This is an optimization exercise on Yosys and OpenROAD, whose aim is small area and a short achievable clock period, not a production implementation.
Function was checked by simulation only, so behaviour that the tests miss may differ from the original.
Power is estimated from default activity; no workload was simulated.

[flow/config.mk]
export PLATFORM = sky130hd
export DESIGN_NAME = DataPath
export DESIGN_NICKNAME = DataPath
export VERILOG_FILES = /design/flow/design.v
export SDC_FILE = /design/flow/constraint.sdc
export NUM_CORES = 4
export LEC_CHECK = 0
export CAP_MARGIN = 20
export CORE_MARGIN = 2
export CORE_UTILIZATION = 40
export SETUP_SLACK_MARGIN = 4.5
export SLEW_MARGIN = 20
export SYNTH_HIERARCHICAL = 1
export TNS_END_PERCENT = 5
[flow/constraint.sdc]
create_clock -name core_clock -period 8.0 [get_ports {clk}]
set_input_delay 1.6000 -clock core_clock [delete_from_list [all_inputs] [get_ports {clk}]]
set_output_delay 1.6000 -clock core_clock [all_outputs]
set_load 0.01 [all_outputs]
[flow/design.v]
module DataPath(input clk, input rst,
    output [31:0] imem_addr, input [31:0] imem_rdata,
    output [31:0] dmem_addr, output [31:0] dmem_wdata, output dmem_we, output dmem_re,
    input [31:0] dmem_rdata);
    genvar g, k;
    reg  [31:0] pc;
    reg         nt_q;
    reg  [31:0] ins, pcd;
    reg  [31:1] s1, s2;           
    reg         wb_e, st_e, ld_e, ext_e;
    reg         sub_e, and_e, or_e, slt_e;
    reg  [31:0] rsv_e, rtv_e;
    reg  [15:0] imm_e;
    reg  [4:0]  rt_e;
    reg         fam_e, faw_e, fbm_e, fbw_e;
    reg         wb_m, st_m, ld_m;
    reg  [31:0] res_m, sd_m;
    reg  [4:0]  dst_m;
    reg         wb_w;
    reg  [31:0] wd_w;
    reg  [4:0]  dst_w;
    reg  [32*32-1:32] rf;
    wire [5:0]  op = ins[31:26];
    wire [5:0]  fn = ins[5:0];
    wire [4:0]  rs = ins[25:21];
    wire [4:0]  rt = ins[20:16];
    wire op_r   = op == 6'b000000;
    wire op_j   = op == 6'b000010;
    wire op_beq = op == 6'b000100;
    wire op_bne = op == 6'b000101;
    wire op_lw  = op == 6'b100011;
    wire op_sw  = op == 6'b101011;
    wire f_add = fn == 6'b100000;
    wire f_sub = fn == 6'b100010;
    wire f_and = fn == 6'b100100;
    wire f_or  = fn == 6'b100101;
    wire f_slt = fn == 6'b101010;
    wire wb_id = (op_r & (f_add | f_sub | f_and | f_or | f_slt)) | op_lw;
    wire [31:0] rf1, rf2;
    generate for (k = 0; k < 32; k = k + 1) begin : rd_bit
        wire [10:0] n1, n2;
        for (g = 0; g < 10; g = g + 1) begin : grp
            AO222N a1(s1[3*g+1], rf[32*(3*g+1)+k], s1[3*g+2], rf[32*(3*g+2)+k], s1[3*g+3], rf[32*(3*g+3)+k], n1[g]);
            AO222N a2(s2[3*g+1], rf[32*(3*g+1)+k], s2[3*g+2], rf[32*(3*g+2)+k], s2[3*g+3], rf[32*(3*g+3)+k], n2[g]);
        end
        NAND2 b1(s1[31], rf[32*31+k], n1[10]);
        NAND2 b2(s2[31], rf[32*31+k], n2[10]);
        assign rf1[k] = ~&n1;
        assign rf2[k] = ~&n2;
    end endgenerate
    wire byp1 = wb_w & (dst_w == rs);
    wire byp2 = wb_w & (dst_w == rt);
    wire [31:0] r1 = byp1 ? wd_w : rf1;
    wire [31:0] r2 = byp2 ? wd_w : rf2;
    wire eq_rr = rf1 == rf2;
    wire eq_wr = wd_w == rf2;
    wire eq_rw = rf1 == wd_w;
    wire eq = byp1 ? (byp2 | eq_wr) : (byp2 ? eq_rw : eq_rr);
    wire flush = ld_e & ((rs == rt_e) | (rt == rt_e));
    wire [31:0] pcx  = nt_q ? pcd : pc;
    wire [31:0] pc4  = {pcx[31:2] + 30'd1, pcx[1:0]};
    wire [31:0] btgt = {pcd[31:2] + {14'b0, ins[15:0]}, pcd[1:0]};
    wire [31:0] jtgt = {2'b00, pcd[31:28], ins[25:0]};
    wire is_br = (op_beq | op_bne) & ~flush & ~rst;
    wire [31:0] pc_n = rst ? 32'b0 : flush ? pcx : is_br ? btgt : op_j ? jtgt : pc4;
    wire nt_n = is_br & (op_bne ? eq : ~eq);
    wire [4:0] rs_f = imem_rdata[25:21];
    wire [4:0] rt_f = imem_rdata[20:16];
    wire [31:1] s1_f, s2_f;
    generate for (g = 1; g < 32; g = g + 1) begin : dec
        assign s1_f[g] = rs_f == g;
        assign s2_f[g] = rt_f == g;
    end endgenerate
    wire [4:0] dst_e = ext_e ? rt_e : imm_e[15:11];
    wire       wbz_e = wb_e & (dst_e != 0);
    always @(posedge clk) begin
        pc   <= pc_n;
        nt_q <= nt_n;
        if (!flush) begin
            ins <= op_j ? 32'b0 : imem_rdata;
            pcd <= pc4;
            s1  <= op_j ? 31'b0 : s1_f;
            s2  <= op_j ? 31'b0 : s2_f;
        end
        if (rst) begin
            ins <= 32'b0;
            s1  <= 31'b0;
            s2  <= 31'b0;
        end
        wb_e  <= wb_id & ~flush & ~rst;
        st_e  <= op_sw & ~flush & ~rst;
        ld_e  <= op_lw & ~flush & ~rst;
        ext_e <= op_lw | op_sw;
        sub_e <= op_r & (f_sub | f_slt);
        and_e <= op_r & f_and;
        or_e  <= op_r & f_or;
        slt_e <= op_r & f_slt;
        rsv_e <= r1;
        rtv_e <= r2;
        imm_e <= ins[15:0];
        rt_e  <= rt;
        fam_e <= wbz_e & (dst_e == rs);
        fbm_e <= wbz_e & (dst_e == rt);
        faw_e <= wb_m & (dst_m == rs);
        fbw_e <= wb_m & (dst_m == rt);
    end
    wire [31:0] a  = fam_e ? res_m : faw_e ? wd_w : rsv_e;
    wire [31:0] bf = fbm_e ? res_m : fbw_e ? wd_w : rtv_e;
    wire [31:0] b  = ext_e ? {16'b0, imm_e} : bf;
    wire [32:0] sum = {1'b0, a} + {1'b0, b ^ {32{sub_e}}} + {32'b0, sub_e};
    wire [31:0] res = and_e ? (a & b) :
                      or_e  ? (a | b) :
                      slt_e ? {31'b0, ~sum[32]} : sum[31:0];
    always @(posedge clk) begin
        wb_m  <= wbz_e & ~rst;
        st_m  <= st_e & ~rst;
        ld_m  <= ld_e & ~rst;
        res_m <= res;
        sd_m  <= bf;
        dst_m <= dst_e;
    end
    assign dmem_addr  = res_m;
    assign dmem_wdata = sd_m;
    assign dmem_we    = st_m;
    assign dmem_re    = ld_m;
    assign imem_addr  = pcx;
    always @(posedge clk) begin
        wb_w  <= wb_m & ~rst;
        dst_w <= dst_m;
        wd_w  <= ld_m ? dmem_rdata : res_m;
    end
    wire [32*32-1:32] rf_d;
    generate for (g = 1; g < 32; g = g + 1) begin : wr
        wire we = wb_w & (dst_w == g);
        for (k = 0; k < 32; k = k + 1) begin : b
            AO22 h(we, wd_w[k], ~we, rf[32*g+k], rf_d[32*g+k]);
        end
    end endgenerate
    always @(posedge clk) rf <= rf_d;
endmodule
module AO222N(input a0, b0, a1, b1, a2, b2, output y);
    assign y = ~((a0 & b0) | (a1 & b1) | (a2 & b2));
endmodule
module NAND2(input a, b, output y);
    assign y = ~(a & b);
endmodule
module AO22(input a0, b0, a1, b1, output y);
    assign y = (a0 & b0) | (a1 & b1);
endmodule
[flow/run.sh]
#!/bin/bash
# synth_recipe.tcl (not shown) runs the flow's synth.tcl, then flattens the netlist and writes it again
# the make line also repeats each setting of config.mk as NAME=value (left out here)
make -C /OpenROAD-flow-scripts/flow DESIGN_CONFIG=/design/flow/config.mk WORK_HOME=/design/flow/orfs CLKGATE_MAP_FILE= SYNTH_SCRIPT=/design/flow/synth_recipe.tcl finish
==> run notes <==
## Yosys stat by module, one instance, submodules excluded
module	area (µm²)	cells inside	flops+latches	times used
AO222N	10.0	1	0	640
AO22	8.76	1	0	992
DataPath	41600	3627	1358	1
NAND2	3.75	1	0	64
## power by group
part / total (µW) / switching (µW) / internal, µW
registers: 6900 / 76.0 / 6830
clock network: 7140 / 2950 / 4190
logic: 410 / 257 / 153
## worst reg2reg max path: cells and delay by family (launching register included)
kind,cells,cell delay [ns]
AO/OA/AOI/OAI,8,1.35
adder cells (fa/ha/maj),1,0.41
buffers and inverters,2,0.29
flip-flops,1,0.38
multiplexers,2,0.64
AND/OR/NAND/NOR,3,0.74
## cell usage in the layout (no fill, tap or decap), types with 17 or more instances in the layout
cell type | Yosys | routed
nor2_1 | 248 | 232
nand3_1 | 94 | 92
a22o_1 | 1021 | 1021
dfxtp_2 | 0 | 30
or3_1 | 25 | 23
clkbuf_1 | 102 | 29
mux2i_4 | 0 | 20
o21ai_0 | 116 | 99
and4_1 | 67 | 52
nor4_1 | 41 | 33
dfxtp_4 | 0 | 19
clkbuf_8 | 0 | 34
mux2i_1 | 113 | 80
nand2_1 | 241 | 234
clkbuf_16 | 0 | 156
and3_1 | 59 | 57
xor2_1 | 35 | 35
clkdlybuf4s50_1 | 0 | 130
inv_2 | 1 | 17
clkinv_2 | 0 | 20
a222oi_1 | 640 | 640
a31oi_1 | 41 | 40
nor2b_1 | 20 | 19
nand2b_1 | 27 | 27
mux2_2 | 71 | 63
dfxtp_1 | 1326 | 1277
xnor2_1 | 104 | 100
edfxtp_1 | 32 | 32
o21a_1 | 27 | 27
a21o_1 | 26 | 26
o21ai_1 | 6 | 18
inv_1 | 129 | 113
nand4_1 | 139 | 139
buf_12 | 0 | 20
ha_1 | 52 | 50
nor3_1 | 91 | 84
buf_4 | 3 | 214
a21oi_1 | 164 | 154
a22oi_1 | 35 | 35
buf_6 | 4 | 29
## worst paths after layout
| kind | to | slack (ns) |
|---|---|---|
| worst min register to register | dst_w[3]$_DFF_P_ | 0.39 |
| worst max register to register | res_m[28]$_DFF_P_ | 4.11 |
| worst min-delay path | dst_w[3]$_DFF_P_ | 0.39 |
| worst max-delay path | res_m[28]$_DFF_P_ | 4.11 |
## per-layer routing
layer  wire, µm  track usage (%)  share of wire [%]
met1      99700             44.5                 38
met2     108000             48.5                 41
met3      39500             12.1                 15
met4      17600             20.4                6.6
met5        209                0              0.079
## flip-flops by register name (all words and copies together), names as in the netlist, 5 cells and up
signal,cells
wd_w,32
pcd,32
rtv_e,32
rt_e,5
imm_e,16
pc,32
dst_m,5
rf,992
rsv_e,32
s2,31
dst_w,5
ins,32
s1,31
sd_m,32
res_m,32
## area by class of cell
cell class / instances / area, µm² / area share (%)
Tap cell: 1890 / 2360 / 3.42
Sequential cell: 1358 / 27600 / 39.9
Antenna cell: 4 / 10.0 / 0.0145
Inverter: 131 / 493 / 0.713
Multi-Input combinational cell: 3693 / 29200 / 42.2
Clock buffer: 218 / 4460 / 6.44
Timing Repair Buffer: 446 / 4460 / 6.45
Clock inverter: 48 / 577 / 0.834
## repair_timing
action	in CTS	in global routing
cloned	10	1
gates resized for setup	231	141
setup endpoints to repair	70	104
pin swaps	19	69
buffers inserted	66	29
## stage by stage
stage / setup slack, ns / instance area [µm²] / hold slack [ns] / total power [µW] / instances
after floorplan: 4.41 / 57100 / 0.326 / 7230 / 5323
after global placement: 3.55 / 61900 / 0.378 / 7410 / 7412
after detailed placement: 3.54 / 61900 / 0.382 / 7420 / 7412
after CTS: 4.22 / 68300 / 0.393 / 14500 / 7754
after global routing: 3.96 / 69200 / 0.399 / 14800 / 7784
final: 4.11 / 69200 / 0.386 / 14400 / 7788
## Yosys cell counts (94+ instances only)
cell      count  area [µm²]
dfxtp_1    1326       26500
a22o_1     1021        8940
a222oi_1    640        6410
nor2_1      248         931
nand2_1     241         905
a21oi_1     164         821
nand4_1     139         870
inv_1       129         484
o21ai_0     116         581
mux2i_1     113        1130
xnor2_1     104         911
clkbuf_1    102         383
nand3_1      94         470
## cells by family after synthesis
group	share of synthesized area, %
flip-flops	48.3
XOR/XNOR	2.14
AND/OR/NAND/NOR	10.2
buffers and inverters	1.89
adder cells (fa/ha/maj)	1.21
multiplexers	3.41
AO/OA/AOI/OAI	32.8
==> flow_summary.yaml <==
outcome:
  outcome: "timing/DRC/antenna clean"
drt:
  vias_per_cell: 7.26
  via_count: 56500
  drt_pass1_iterations: 14
  routed_wl_um: 265000
  drc: 0
  wire_per_inst_um: 34.0
  ant_nets: 0
  drtIter0Drc: 13100
die:
  num_rows: 138
  dieArea_um2: 145000
  die_h_um: 381
  fp.dieW_um: 381
  coreArea_um2: 141000
  initial_utilization_pct: 40.3
  ios: 164
yosys:
  synth_edf_count: 32
  postSynthCellCount: 5323
  ys_types: 83
  synth_nets: 5443
  postSynthAreaPerCell_um2: 10.7
  ys_ff_latch: 1358
  async_flop_share_pct: 0
  synth_top_flop_cell: "dfxtp_1"
  synthesis.area_um2: 57000
  synth_seq_area_share_pct: 48.3
  yosysWarnings: 7
power_and_ir_drop:
  leakage_uw: 0.0257
  vdd.ir_drop.worst_uv: 226
  p_per_area_nw_per_um2: 209
timing:
  slew_viol_final: 0
  setup_viol: 0
  final_hold_viol_count: 0
  max_freq_mhz: 257
  worstMarginPinSlew_ns: 1.14
  finalCritPeriodShare_pct: 48.6
  setup-tns-final_ns: 0
  rsz0062_at_grt: "true"
  period_needed_ns: 3.89
  clock_skew_ns: 0.0282
  maxSlewHeadroom_pct: 23.7
critical_path:
  r2r_start: "fbw_e$_DFF_P_"
  critical_path.max_stage_delay_ns: 0.54
  crit_path_start_kind: "flop"
  cpLargestDelayFamily: "compound AO/OA/AOI/OAI gates"
  crit_arrival_ns: 4.58
  path_buf_inv: 2
  r2r_cells: 16
  critPathMaxFanout: 5
  crit_path_end_kind: "flop"
  crit_path_top_delay_cell: "or4_4"
  cp.depth: 16
  cp.required_ns: 8.69
  startpoint: "fbw_e$_DFF_P_"
  path_cells: "buf_12 -> mux2_2 -> o311a_4 -> nand2_2 -> o21ai_2 -> fa_2 -> nand3_2 -> a21oi_2 -> o211ai_1 -> buf_4 -> a211oi_4 -> o21ai_4 -> a21oi_4 -> or4_4 -> mux2_4 -> o31ai_4"
  crit_type: "flop to flop"
min_path:
  min-delay-start: "dst_m[3]$_DFF_P_"
  hold-path-cell-count: 0
  hp-class: "flop to flop"
global_routing:
  grt_pass1_vias: 52900
  grt_max_degree: 95
  grt_pass1_wl_um: 373000
  track_usage_pct: 34.3
  grt_overflow: 0
  antenna_found_initial: 8
layout:
  nets: 5900
  fin_util_pct: 48.9
  nFillCells: 12700
  syn_to_final_growth_pct: 21.4
  drive_above_1_share_pct: 14.1
clock_tree:
  clock_sinks: 1358
  cts_buffers: 150
  clkTransAtPathRegs_ns: 0.06
  htreeDepth: 4
  clock_latency_ns: 0.79
  ctsHoldBuffers: 0
  cts_tree: "built"
  clk_path_buf_depth: 3
  cts-root-buf: "clkbuf_16"
place:
  gp_congestion: 0.946
  port_buffers: 163
  hpwl_um: 157000
run:
  cap_violations: 0

[port drivers added, routing unchanged]
The flow's constraints put no driver on any port. The routed layout listed below was extracted and timed again, unchanged, in two steps. Step 1 sets driving cells, clkbuf_16 on the clock port and buf_2 on the other inputs (assumed; they add their load-dependent delay and slew). Step 2 adds t to the input delays and takes it off the output delays; t is the mean of the earliest and latest rising clock arrival at the registers after step 1. Input paths then give back, and output paths get back, about the clock's delay inside the block. Three values: no drivers, after step 1, after step 2; two values: the first two.
t, ns: 0.855
setup slack, ns: 4.112 / 4.112 / 4.107
worst data-port slew with drivers (ns): 0.11
After both steps setup and hold are still met in this run. The setup slack of this run moves by 0.000 ns with the drivers and by -0.005 ns with both steps.
